Background: an optimization exercise with open tools, aiming at small area and a short achievable clock period. Do not read the settings as production practice. Only simulation tests tie the RTL to the original design; equivalence was not proved. The clock input has no modelled driver; a real chip could not lean on it and would need a root buffer or a full tree. No activity file was given, so power comes from the tool's default toggle rates.

==> build 89: inputs <==
==> flow/design.v <==
module abcd_output
(
	input clk,
	input rstn,
	input rx_pin_in,
	output ch_a_output, ch_b_output, ch_c_output, ch_d_output
);
	reg h2l_f1, h2l_f2;
	always @(posedge clk or negedge rstn)
		if (!rstn) begin
			h2l_f1 <= 1'b1;
			h2l_f2 <= 1'b1;
		end else begin
			h2l_f1 <= rx_pin_in;
			h2l_f2 <= h2l_f1;
		end
	wire h2l = h2l_f2 & ~h2l_f1;
	reg [3:0] st;							 
	reg [12:0] cnt;							 
	wire counting = (st != 4'd0) && (st <= 4'd12);
	wire bps = (st == 4'd1) ? (cnt[11] & cnt[9] & cnt[5] & cnt[3] & cnt[2])
	                         : (cnt[12] & cnt[10] & cnt[6] & cnt[4] & cnt[2] & cnt[1] & cnt[0]);
	always @(posedge clk or negedge rstn)
		if (!rstn)
			cnt <= 13'd0;
		else if (counting && !bps)
			cnt <= cnt + 1'b1;
		else
			cnt <= 13'd0;
	always @(posedge clk or negedge rstn)
		if (!rstn)
			st <= 4'd0;
		else case (st)
			4'd0, 4'd15: st <= h2l ? 4'd1 : 4'd0;
			4'd12, 4'd13, 4'd14: st <= st + 1'b1;
			default: if (bps) st <= st + 1'b1;
		endcase
	reg [15:0] sr;
	wire sample = bps && (st >= 4'd2) && (st <= 4'd9);
	always @(posedge clk)
		if (sample)
			sr <= {rx_pin_in, sr[15:1]};
	wire [7:0] rdata = sr[15:8];
	wire byte_ev = (st == 4'd15);			 
	reg [1:0] cst;							 
	reg [2:0] func;							 
	wire [2:0] func_code =
		(rdata[7:3] == 5'b01000 && rdata[2:0] != 3'd7) ? rdata[2:0] :
		(rdata == 8'd83) ? 3'd7 : 3'd0;
	always @(posedge clk or negedge rstn)
		if (!rstn)
			cst <= 2'd0;
		else if (byte_ev)
			cst <= (cst == 2'd1) ? 2'd2 : (cst == 2'd0) ? 2'd1 : 2'd0;
	always @(posedge clk)
		if (byte_ev && cst == 2'd0)
			func <= func_code;
	wire [15:0] value = {sr[7:0], sr[15:8]};
	wire commit = byte_ev && (cst == 2'd2);
	localparam [31:0] DIVIDEND = 32'd50000000;
	wire [4:0] cl = cnt[4:0];
	wire [4:0] bidx = 5'd26 - cl;
	wire dbit = DIVIDEND[bidx] & st[0] & st[1];
	wire rclr = (cl == 5'd0) && st[0] && st[1];	 
	reg [15:0] nrem;
	reg [15:0] nquo;
	wire [16:0] nr2 = {nrem, ~dbit};
	wire [16:0] sum;
	wire co;
	add_c #(17) u_div (.a(nr2), .b({1'b0, value}), .s(sum), .co(co));
	wire ge = ~co;
	always @(posedge clk) begin
		nrem <= rclr ? 16'hffff : (ge ? sum[15:0] : nr2[15:0]);
		nquo <= {nquo[14:0], co};
	end
	reg [9:0] delay_a, delay_b, delay_c, delay_d, duty;
	reg [15:0] nframe, ntick;				 
	wire nz = (value != 16'd0);
	wire [9:0] vsat = value[9:0] | {10{|value[15:10]}};
	always @(posedge clk or negedge rstn)
		if (!rstn) begin
			delay_a <= 10'd0;
			delay_b <= 10'd10;
			delay_c <= 10'd20;
			delay_d <= 10'd30;
			duty <= 10'd5;
			nframe <= ~16'd19264;			 
			ntick <= ~16'd50000;			 
		end else if (commit) begin
			case (func)
				3'd1: delay_a <= vsat;
				3'd2: delay_b <= vsat;
				3'd3: delay_c <= vsat;
				3'd4: delay_d <= vsat;
				3'd5: duty <= vsat;
				3'd6: if (nz) nframe <= nquo;
				3'd7: if (nz) ntick <= nquo;
				default: ;
			endcase
		end
	reg [15:0] fcnt, tcnt;
	reg [9:0] tnum;
	reg oa, ob, oc, od;
	wire frame, tick;
	cmp_chain #(16) u_fr (.a(fcnt), .nb(nframe), .ci(1'b1), .co(frame));
	cmp_chain #(16) u_tk (.a(tcnt), .nb(ntick), .ci(1'b1), .co(tick));
	wire [15:0] fcnt_inc, tcnt_inc;
	wire [9:0] m;
	incr #(16) u_fi (.a(fcnt), .ci(~tick), .s(fcnt_inc));
	incr #(16) u_ti (.a(tcnt), .ci(1'b1), .s(tcnt_inc));
	incr #(10) u_ni (.a(tnum), .ci(tick), .s(m));		 
	wire [9:0] w;
	wire wpos;
	sub_ge #(10) u_w (.a(m), .b(duty), .d(w), .ge(wpos));
	wire duty0 = ~|duty;
	wire force1 = frame | duty0;
	wire kill = force1 | ~wpos;
	wire [9:0] nb1 = ~(m & {10{~force1}});
	wire [9:0] nb2 = ~(w & {10{~kill}});
	wire g1a, g1b, g1c, g1d, g2a, g2b, g2c, g2d;
	cmp_chain #(10) u_1a (.a(delay_a), .nb(nb1), .ci(1'b0), .co(g1a));
	cmp_chain #(10) u_1b (.a(delay_b), .nb(nb1), .ci(1'b0), .co(g1b));
	cmp_chain #(10) u_1c (.a(delay_c), .nb(nb1), .ci(1'b0), .co(g1c));
	cmp_chain #(10) u_1d (.a(delay_d), .nb(nb1), .ci(1'b0), .co(g1d));
	cmp_chain #(10) u_2a (.a(delay_a), .nb(nb2), .ci(kill), .co(g2a));
	cmp_chain #(10) u_2b (.a(delay_b), .nb(nb2), .ci(kill), .co(g2b));
	cmp_chain #(10) u_2c (.a(delay_c), .nb(nb2), .ci(kill), .co(g2c));
	cmp_chain #(10) u_2d (.a(delay_d), .nb(nb2), .ci(kill), .co(g2d));
	wire upd = frame | tick;
	always @(posedge clk or negedge rstn)
		if (!rstn) begin
			fcnt <= 16'd0;
			tcnt <= 16'd0;
			tnum <= 10'd0;
			oa <= 1'b0; ob <= 1'b0; oc <= 1'b0; od <= 1'b0;
		end else begin
			fcnt <= frame ? 16'd0 : fcnt_inc;
			tcnt <= upd ? 16'd0 : tcnt_inc;
			tnum <= frame ? 10'd0 : m;
			if (upd) begin
				oa <= ~g1a & g2a;
				ob <= ~g1b & g2b;
				oc <= ~g1c & g2c;
				od <= ~g1d & g2d;
			end
		end
	assign ch_a_output = oa;
	assign ch_b_output = ob;
	assign ch_c_output = oc;
	assign ch_d_output = od;
endmodule
module cmp_chain #(parameter N = 16)
(
	input [N-1:0] a,
	input [N-1:0] nb,
	input ci,
	output co
);
	wire [N:0] c;
	assign c[0] = ci;
	genvar i;
	generate for (i = 0; i < N; i = i + 1) begin : g
		assign c[i+1] = (a[i] & nb[i]) | (c[i] & (a[i] | nb[i]));
	end endgenerate
	assign co = c[N];
endmodule
module add_c #(parameter N = 17)
(
	input [N-1:0] a,
	input [N-1:0] b,
	output [N-1:0] s,
	output co
);
	wire [N:0] c;
	assign c[0] = 1'b0;
	genvar i;
	generate for (i = 0; i < N; i = i + 1) begin : g
		assign s[i] = a[i] ^ b[i] ^ c[i];
		assign c[i+1] = (a[i] & b[i]) | (c[i] & (a[i] | b[i]));
	end endgenerate
	assign co = c[N];
endmodule
module incr #(parameter N = 16)
(
	input [N-1:0] a,
	input ci,
	output [N-1:0] s
);
	wire [N:0] c;
	assign c[0] = ci;
	genvar i;
	generate for (i = 0; i < N; i = i + 1) begin : g
		assign s[i] = a[i] ^ c[i];
		assign c[i+1] = a[i] & c[i];
	end endgenerate
endmodule
module sub_ge #(parameter N = 17)
(
	input [N-1:0] a,
	input [N-1:0] b,
	output [N-1:0] d,
	output ge
);
	wire [N:0] c;
	assign c[0] = 1'b1;
	genvar i;
	generate for (i = 0; i < N; i = i + 1) begin : g
		assign d[i] = a[i] ^ ~b[i] ^ c[i];
		assign c[i+1] = (a[i] & ~b[i]) | (c[i] & (a[i] | ~b[i]));
	end endgenerate
	assign ge = c[N];
endmodule
==> flow/flow/run.sh <==
#!/bin/bash
# Own layout flow: the standard ORFS flow with
#  - a stronger area-oriented ABC script for the synthesis's logic mapping
#    (registers are mapped before ABC, so they are the standard synthesis's),
#  - the CTS and port-buffer options given in flow/opts.sh.
# Each step's full output goes to a log file in this folder and in orfs/logs.
set -euo pipefail
W=$PWD
rm -rf "$W/scripts_mod"
cp -r "$FLOW_HOME/scripts" "$W/scripts_mod"
cp "$W/flow/abc_area.script" "$W/scripts_mod/abc_area.script"
source "$W/flow/opts.sh"
bash "$W/standard.sh" SCRIPTS_DIR="$W/scripts_mod" "${EXTRA_ARGS[@]}" finish > "$W/standard_flow.log" 2>&1
==> flow/flow/abc_area.script <==
strash
balance -l;resub -K 6 -l;rewrite -l;resub -K 6 -N 2 -l;refactor -l;resub -K 8 -l;balance -l;resub -K 8 -N 2 -l;rewrite -l;resub -K 10 -l;rewrite -z -l;resub -K 10 -N 2 -l;balance -l;resub -K 12 -l;refactor -z -l;resub -K 12 -N 2 -l;rewrite -z -l;balance -l
&get -n
&dch -f
&nf -a -p -R 1000
&put
==> flow/flow/opts.sh <==
EXTRA_ARGS=(
  "ADDER_MAP_FILE="
  "CTS_ARGS=-sink_clustering_enable -repair_clock_nets -buf_list sky130_fd_sc_hd__clkbuf_8 -root_buf sky130_fd_sc_hd__clkbuf_16 -sink_clustering_size 25 -sink_clustering_max_diameter 300 -sink_clustering_levels 1 -dont_use_dummy_load"
  "BUFFER_PORTS_ARGS=-buffer_cell sky130_fd_sc_hd__buf_2"
)
==> flow/standard.sh <==
#!/bin/bash
# synth_recipe.tcl (not shown) runs the flow's synth.tcl, then flattens the netlist and writes it again
# the make line also repeats each setting of config.mk as NAME=value (left out here)
make -C /OpenROAD-flow-scripts/flow DESIGN_CONFIG=/design/flow/config.mk WORK_HOME=/design/flow/orfs CLKGATE_MAP_FILE= SYNTH_SCRIPT=/design/flow/synth_recipe.tcl "${@:-finish}"
==> flow/config.mk <==
export PLATFORM = sky130hd
export DESIGN_NAME = abcd_output
export DESIGN_NICKNAME = abcd_output
export VERILOG_FILES = /design/flow/design.v
export SDC_FILE = /design/flow/constraint.sdc
export NUM_CORES = 4
export LEC_CHECK = 0
export ABC_AREA = 1
export CAP_MARGIN = 20
export CORE_MARGIN = 2
export CORE_UTILIZATION = 60
export SLEW_MARGIN = 20
==> flow/constraint.sdc <==
create_clock -name core_clock -period 110.0 [get_ports {clk}]
set_input_delay 22.0000 -clock core_clock [delete_from_list [all_inputs] [get_ports {clk}]]
set_output_delay 22.0000 -clock core_clock [all_outputs]
set_load 0.01 [all_outputs]
==> build 28 (differences from build 89) <==
==> flow/design.v, changed modules only <==
module abcd_output
(
	input clk,
	input rstn,
	input rx_pin_in,
	output ch_a_output, ch_b_output, ch_c_output, ch_d_output
);
	reg init;
	always @(posedge clk or negedge rstn)
		if (!rstn)
			init <= 1'b1;
		else
			init <= 1'b0;
	reg h2l_f1, h2l_f2;
	always @(posedge clk or negedge rstn)
		if (!rstn) begin
			h2l_f1 <= 1'b1;
			h2l_f2 <= 1'b1;
		end else begin
			h2l_f1 <= rx_pin_in;
			h2l_f2 <= h2l_f1;
		end
	wire h2l = h2l_f2 & ~h2l_f1;
	reg [3:0] st;							 
	reg [12:0] cnt;							 
	wire counting = (st != 4'd0) && (st <= 4'd12);
	wire bps = (st == 4'd1) ? (cnt[11] & cnt[9] & cnt[5] & cnt[3] & cnt[2])
	                         : (cnt[12] & cnt[10] & cnt[6] & cnt[4] & cnt[2] & cnt[1] & cnt[0]);
	always @(posedge clk)
		if (counting && !bps)
			cnt <= cnt + 1'b1;
		else
			cnt <= 13'd0;
	always @(posedge clk or negedge rstn)
		if (!rstn)
			st <= 4'd0;
		else case (st)
			4'd0, 4'd15: st <= h2l ? 4'd1 : 4'd0;
			4'd12, 4'd13, 4'd14: st <= st + 1'b1;
			default: if (bps) st <= st + 1'b1;
		endcase
	reg [15:0] sr;
	wire sample = bps && (st >= 4'd2) && (st <= 4'd9);
	always @(posedge clk)
		if (sample)
			sr <= {rx_pin_in, sr[15:1]};
	wire [7:0] rdata = sr[15:8];
	wire byte_ev = (st == 4'd15);			 
	reg [1:0] cst;							 
	reg [2:0] func;							 
	wire [2:0] func_code =
		(rdata[7:3] == 5'b01000 && rdata[2:0] != 3'd7) ? rdata[2:0] :
		(rdata == 8'd83) ? 3'd7 : 3'd0;
	always @(posedge clk or negedge rstn)
		if (!rstn)
			cst <= 2'd0;
		else if (byte_ev)
			cst <= (cst == 2'd1) ? 2'd2 : (cst == 2'd0) ? 2'd1 : 2'd0;
	always @(posedge clk)
		if (byte_ev && cst == 2'd0)
			func <= func_code;
	wire [15:0] value = {sr[7:0], sr[15:8]};
	wire commit = byte_ev && (cst == 2'd2);
	localparam [31:0] DIVIDEND = 32'd50000000;
	wire [4:0] cl = cnt[4:0];
	wire [4:0] bidx = 5'd26 - cl;
	wire dbit = DIVIDEND[bidx] & st[0] & st[1];
	wire rclr = (cl == 5'd0) && st[0] && st[1];	 
	reg [15:0] nrem;
	reg [15:0] nquo;
	wire [16:0] nr2 = {nrem, ~dbit};
	wire [16:0] sum;
	wire co;
	add_c #(17) u_div (.a(nr2), .b({1'b0, value}), .s(sum), .co(co));
	wire ge = ~co;
	always @(posedge clk) begin
		nrem <= rclr ? 16'hffff : (ge ? sum[15:0] : nr2[15:0]);
		nquo <= {nquo[14:0], co};
	end
	reg [9:0] delay_a, delay_b, delay_c, delay_d, duty;
	reg [15:0] nframe, ntick;				 
	wire nz = (value != 16'd0);
	wire [9:0] vsat = value[9:0] | {10{|value[15:10]}};
	wire wr_a = commit && func == 3'd1;
	wire wr_b = commit && func == 3'd2;
	wire wr_c = commit && func == 3'd3;
	wire wr_d = commit && func == 3'd4;
	wire wr_e = commit && func == 3'd5;
	always @(posedge clk) begin
		if (init | wr_a) delay_a <= init ? 10'd0 : vsat;
		if (init | wr_b) delay_b <= init ? 10'd10 : vsat;
		if (init | wr_c) delay_c <= init ? 10'd20 : vsat;
		if (init | wr_d) delay_d <= init ? 10'd30 : vsat;
		if (init | wr_e) duty <= init ? 10'd5 : vsat;
	end
	wire wr_f = commit && nz && func == 3'd6;
	wire wr_s = commit && nz && func == 3'd7;
	always @(posedge clk) begin
		if (init | wr_f) nframe <= init ? ~16'd19264 : nquo;	 
		if (init | wr_s) ntick <= init ? ~16'd50000 : nquo;	 
	end
	reg [15:0] fcnt, tcnt;
	reg [9:0] tnum;
	reg oa, ob, oc, od;
	wire frame_c, tick_c;
	cmp_chain #(16) u_fr (.a(fcnt), .nb(nframe), .ci(1'b1), .co(frame_c));
	cmp_chain #(16) u_tk (.a(tcnt), .nb(ntick), .ci(1'b1), .co(tick_c));
	wire frame = frame_c & ~init;
	wire tick = tick_c & ~init;
	wire [15:0] fcnt_inc, tcnt_inc;
	wire [9:0] m;
	incr #(16) u_fi (.a(fcnt), .ci(~tick), .s(fcnt_inc));
	incr #(16) u_ti (.a(tcnt), .ci(1'b1), .s(tcnt_inc));
	incr #(10) u_ni (.a(tnum), .ci(tick), .s(m));		 
	wire [9:0] w;
	wire wpos;
	sub_ge #(10) u_w (.a(m), .b(duty), .d(w), .ge(wpos));
	wire duty0 = ~|duty;
	wire force1 = frame | duty0;
	wire kill = force1 | ~wpos;
	wire [9:0] nb1 = ~(m & {10{~force1}});
	wire [9:0] nb2 = ~(w & {10{~kill}});
	wire g1a, g1b, g1c, g1d, g2a, g2b, g2c, g2d;
	cmp_chain #(10) u_1a (.a(delay_a), .nb(nb1), .ci(1'b0), .co(g1a));
	cmp_chain #(10) u_1b (.a(delay_b), .nb(nb1), .ci(1'b0), .co(g1b));
	cmp_chain #(10) u_1c (.a(delay_c), .nb(nb1), .ci(1'b0), .co(g1c));
	cmp_chain #(10) u_1d (.a(delay_d), .nb(nb1), .ci(1'b0), .co(g1d));
	cmp_chain #(10) u_2a (.a(delay_a), .nb(nb2), .ci(kill), .co(g2a));
	cmp_chain #(10) u_2b (.a(delay_b), .nb(nb2), .ci(kill), .co(g2b));
	cmp_chain #(10) u_2c (.a(delay_c), .nb(nb2), .ci(kill), .co(g2c));
	cmp_chain #(10) u_2d (.a(delay_d), .nb(nb2), .ci(kill), .co(g2d));
	wire upd = frame | tick;
	always @(posedge clk) begin
		fcnt <= (frame | init) ? {15'd0, init} : fcnt_inc;
		tcnt <= (upd | init) ? {15'd0, init} : tcnt_inc;
		tnum <= (frame | init) ? 10'd0 : m;
	end
	always @(posedge clk or negedge rstn)
		if (!rstn) begin
			oa <= 1'b0; ob <= 1'b0; oc <= 1'b0; od <= 1'b0;
		end else if (upd) begin
			oa <= ~g1a & g2a;
			ob <= ~g1b & g2b;
			oc <= ~g1c & g2c;
			od <= ~g1d & g2d;
		end
	assign ch_a_output = oa;
	assign ch_b_output = ob;
	assign ch_c_output = oc;
	assign ch_d_output = od;
endmodule
==> flow/flow/run.sh (replaced) <==
#!/bin/bash
# Own layout flow: the standard ORFS flow with
#  - a stronger area-oriented ABC script for the synthesis's logic mapping
#    (registers are mapped before ABC, so they are the standard synthesis's),
#  - a hand-built clock tree (flow/manual_cts.tcl) and the port-buffer
#    options given in flow/opts.sh.
# Each step's full output goes to a log file in this folder and in orfs/logs.
set -euo pipefail
W=$PWD
rm -rf "$W/scripts_mod"
cp -r "$FLOW_HOME/scripts" "$W/scripts_mod"
cp "$W/flow/abc_area.script" "$W/scripts_mod/abc_area.script"
# clock tree: flow/manual_cts.tcl in place of TritonCTS when MANUAL_CTS is set
cp "$W/flow/manual_cts.tcl" "$W/scripts_mod/manual_cts.tcl"
python3 - "$W/scripts_mod/cts.tcl" <<'PYEOF'
import sys
p = sys.argv[1]
s = open(p).read()
old = "log_cmd clock_tree_synthesis {*}$cts_args"
assert old in s
s = s.replace(old, """if { [env_var_exists_and_non_empty MANUAL_CTS] } {
  source $::env(SCRIPTS_DIR)/manual_cts.tcl
  manual_cts {*}$::env(MANUAL_CTS)
} else {
  log_cmd clock_tree_synthesis {*}$cts_args
}""")
open(p, "w").write(s)
PYEOF
source "$W/flow/opts.sh"
bash "$W/standard.sh" SCRIPTS_DIR="$W/scripts_mod" "${EXTRA_ARGS[@]}" finish > "$W/standard_flow.log" 2>&1
==> flow/flow/manual_cts.tcl (new file) <==
# Clock tree built by hand, in two levels: the clock port drives one root
# buffer at the centre of the flip-flops, which drives NLEAF leaf buffers,
# each driving the flip-flops of one region of the placement (the sinks are
# split at the median x, then each half at its median y, and so on).  Every
# flip-flop gets the clock through the same two buffer types, so all see
# about the same clock arrival.
proc manual_cts { nleaf leafbuf rootbuf } {
  set block [ord::get_db_block]
  set db [ord::get_db]
  set lmaster [$db findMaster $leafbuf]
  set rmaster [$db findMaster $rootbuf]
  set clk_net [$block findNet clk]
  set sinks {}
  foreach it [$clk_net getITerms] {
    lappend sinks $it
  }
  puts "manual_cts: [llength $sinks] sinks on [$clk_net getName]"
  set groups [list $sinks]
  set axis x
  while { [llength $groups] < $nleaf } {
    set new {}
    foreach g $groups {
      set keyed {}
      foreach it $g {
        set loc [[$it getInst] getLocation]
        set k [expr { $axis eq "x" ? [lindex $loc 0] : [lindex $loc 1] }]
        lappend keyed [list $k $it]
      }
      set keyed [lsort -integer -index 0 $keyed]
      set half [expr { [llength $keyed] / 2 }]
      set a {}
      set b {}
      set i 0
      foreach e $keyed {
        if { $i < $half } { lappend a [lindex $e 1] } else { lappend b [lindex $e 1] }
        incr i
      }
      lappend new $a $b
    }
    set groups $new
    set axis [expr { $axis eq "x" ? "y" : "x" }]
  }
  # root buffer
  set root [odb::dbInst_create $block $rmaster "clkbuf_manual_root"]
  set rnet [odb::dbNet_create $block "clknet_manual_root"]
  $rnet setSigType CLOCK
  [$root findITerm A] connect $clk_net
  [$root findITerm X] connect $rnet
  set n 0
  set tx 0
  set ty 0
  foreach g $groups {
    set sx 0
    set sy 0
    foreach it $g {
      set loc [[$it getInst] getLocation]
      set sx [expr { $sx + [lindex $loc 0] }]
      set sy [expr { $sy + [lindex $loc 1] }]
    }
    set cx [expr { $sx / [llength $g] }]
    set cy [expr { $sy / [llength $g] }]
    set inst [odb::dbInst_create $block $lmaster "clkbuf_manual_$n"]
    set net [odb::dbNet_create $block "clknet_manual_$n"]
    $net setSigType CLOCK
    foreach it $g {
      $it disconnect
      $it connect $net
    }
    [$inst findITerm A] connect $rnet
    [$inst findITerm X] connect $net
    $inst setLocation $cx $cy
    $inst setPlacementStatus PLACED
    puts "manual_cts: leaf $n at ($cx, $cy) drives [llength $g] sinks"
    set tx [expr { $tx + $cx }]
    set ty [expr { $ty + $cy }]
    incr n
  }
  $root setLocation [expr { $tx / $n }] [expr { $ty / $n }]
  $root setPlacementStatus PLACED
  $clk_net setSigType CLOCK
  set_propagated_clock [all_clocks]
}
==> flow/flow/opts.sh (replaced) <==
# make variables passed to standard.sh (they override the ones it sets)
EXTRA_ARGS=(
  "ADDER_MAP_FILE="
  "MANUAL_CTS=16 sky130_fd_sc_hd__clkbuf_8 sky130_fd_sc_hd__clkbuf_16"
  "BUFFER_PORTS_ARGS=-buffer_cell sky130_fd_sc_hd__buf_2"
)
==> notes.md <==
	build 28	build 89
Period minus WS final	22.93 ns	22.90 ns
Post-detailed-route wirelength per cell	16.7 um	16.2 um
Routing usage on met2	37.4%	36.9%
Setup Skew	0.0204 ns	0.0291 ns
Status	no timing/DRC/antenna violations	no timing/DRC/antenna violations
Initial Utilization	61.6%	61.8%
Share of the yosys chip area belonging to registers	59.4%	55.2%
Transition time of the tightest slew-check pin	1.00 ns	0.947 ns
Starting DRT DRC Count	423	375
Detailed-route wire length on metal 1	8130 um	8290 um
DP HPWL	12000 um	12400 um
Logic pwr share	18.4%	3.2%
Relative contribution of sequential cells to total power	60.3%	65.6%
Number of tapcells	180	184
Count of flip-flops with a built-in enable after synthesis	101	19
# nets final	821	912
Count of sequential standard cells	201	200
In build 28 the design's own scripts or RTL, not TritonCTS, make the clock network.

re-timing with driven ports:
No port has a modelled driver above. Below, the same layouts with a new extraction and two added sets of constraints.
Step 1 (the two cells are an assumption about what drives the block):
set clk [get_ports {clk}]
set_driving_cell -lib_cell sky130_fd_sc_hd__clkbuf_16 $clk
set_driving_cell -lib_cell sky130_fd_sc_hd__buf_2 [delete_from_list [all_inputs] $clk]
Step 2 times the ports against the registers' clock, not the clock port: input delays grow and output delays shrink by t, the midpoint of the rising clock arrivals with the driver on.
Slacks: no drivers / after step 1 / after step 2; pairs: no drivers / after step 1.
| run | shift t [ns] | slack for setup (ns) | worst setup path after step 2 |
|---|---|---|---|
| build 89 | 0.421 | 87.097 / 87.050 / 86.798 | input, reset recovery |
| build 28 | 0.426 | 87.067 / 87.029 / 87.455 | register to output |
After both steps every run listed still meets setup and hold. The setup slack of build 89, which loses most, moves by -0.047 ns with the drivers and by -0.299 ns with both steps. The worst setup slack also covers recovery checks on asynchronous resets.
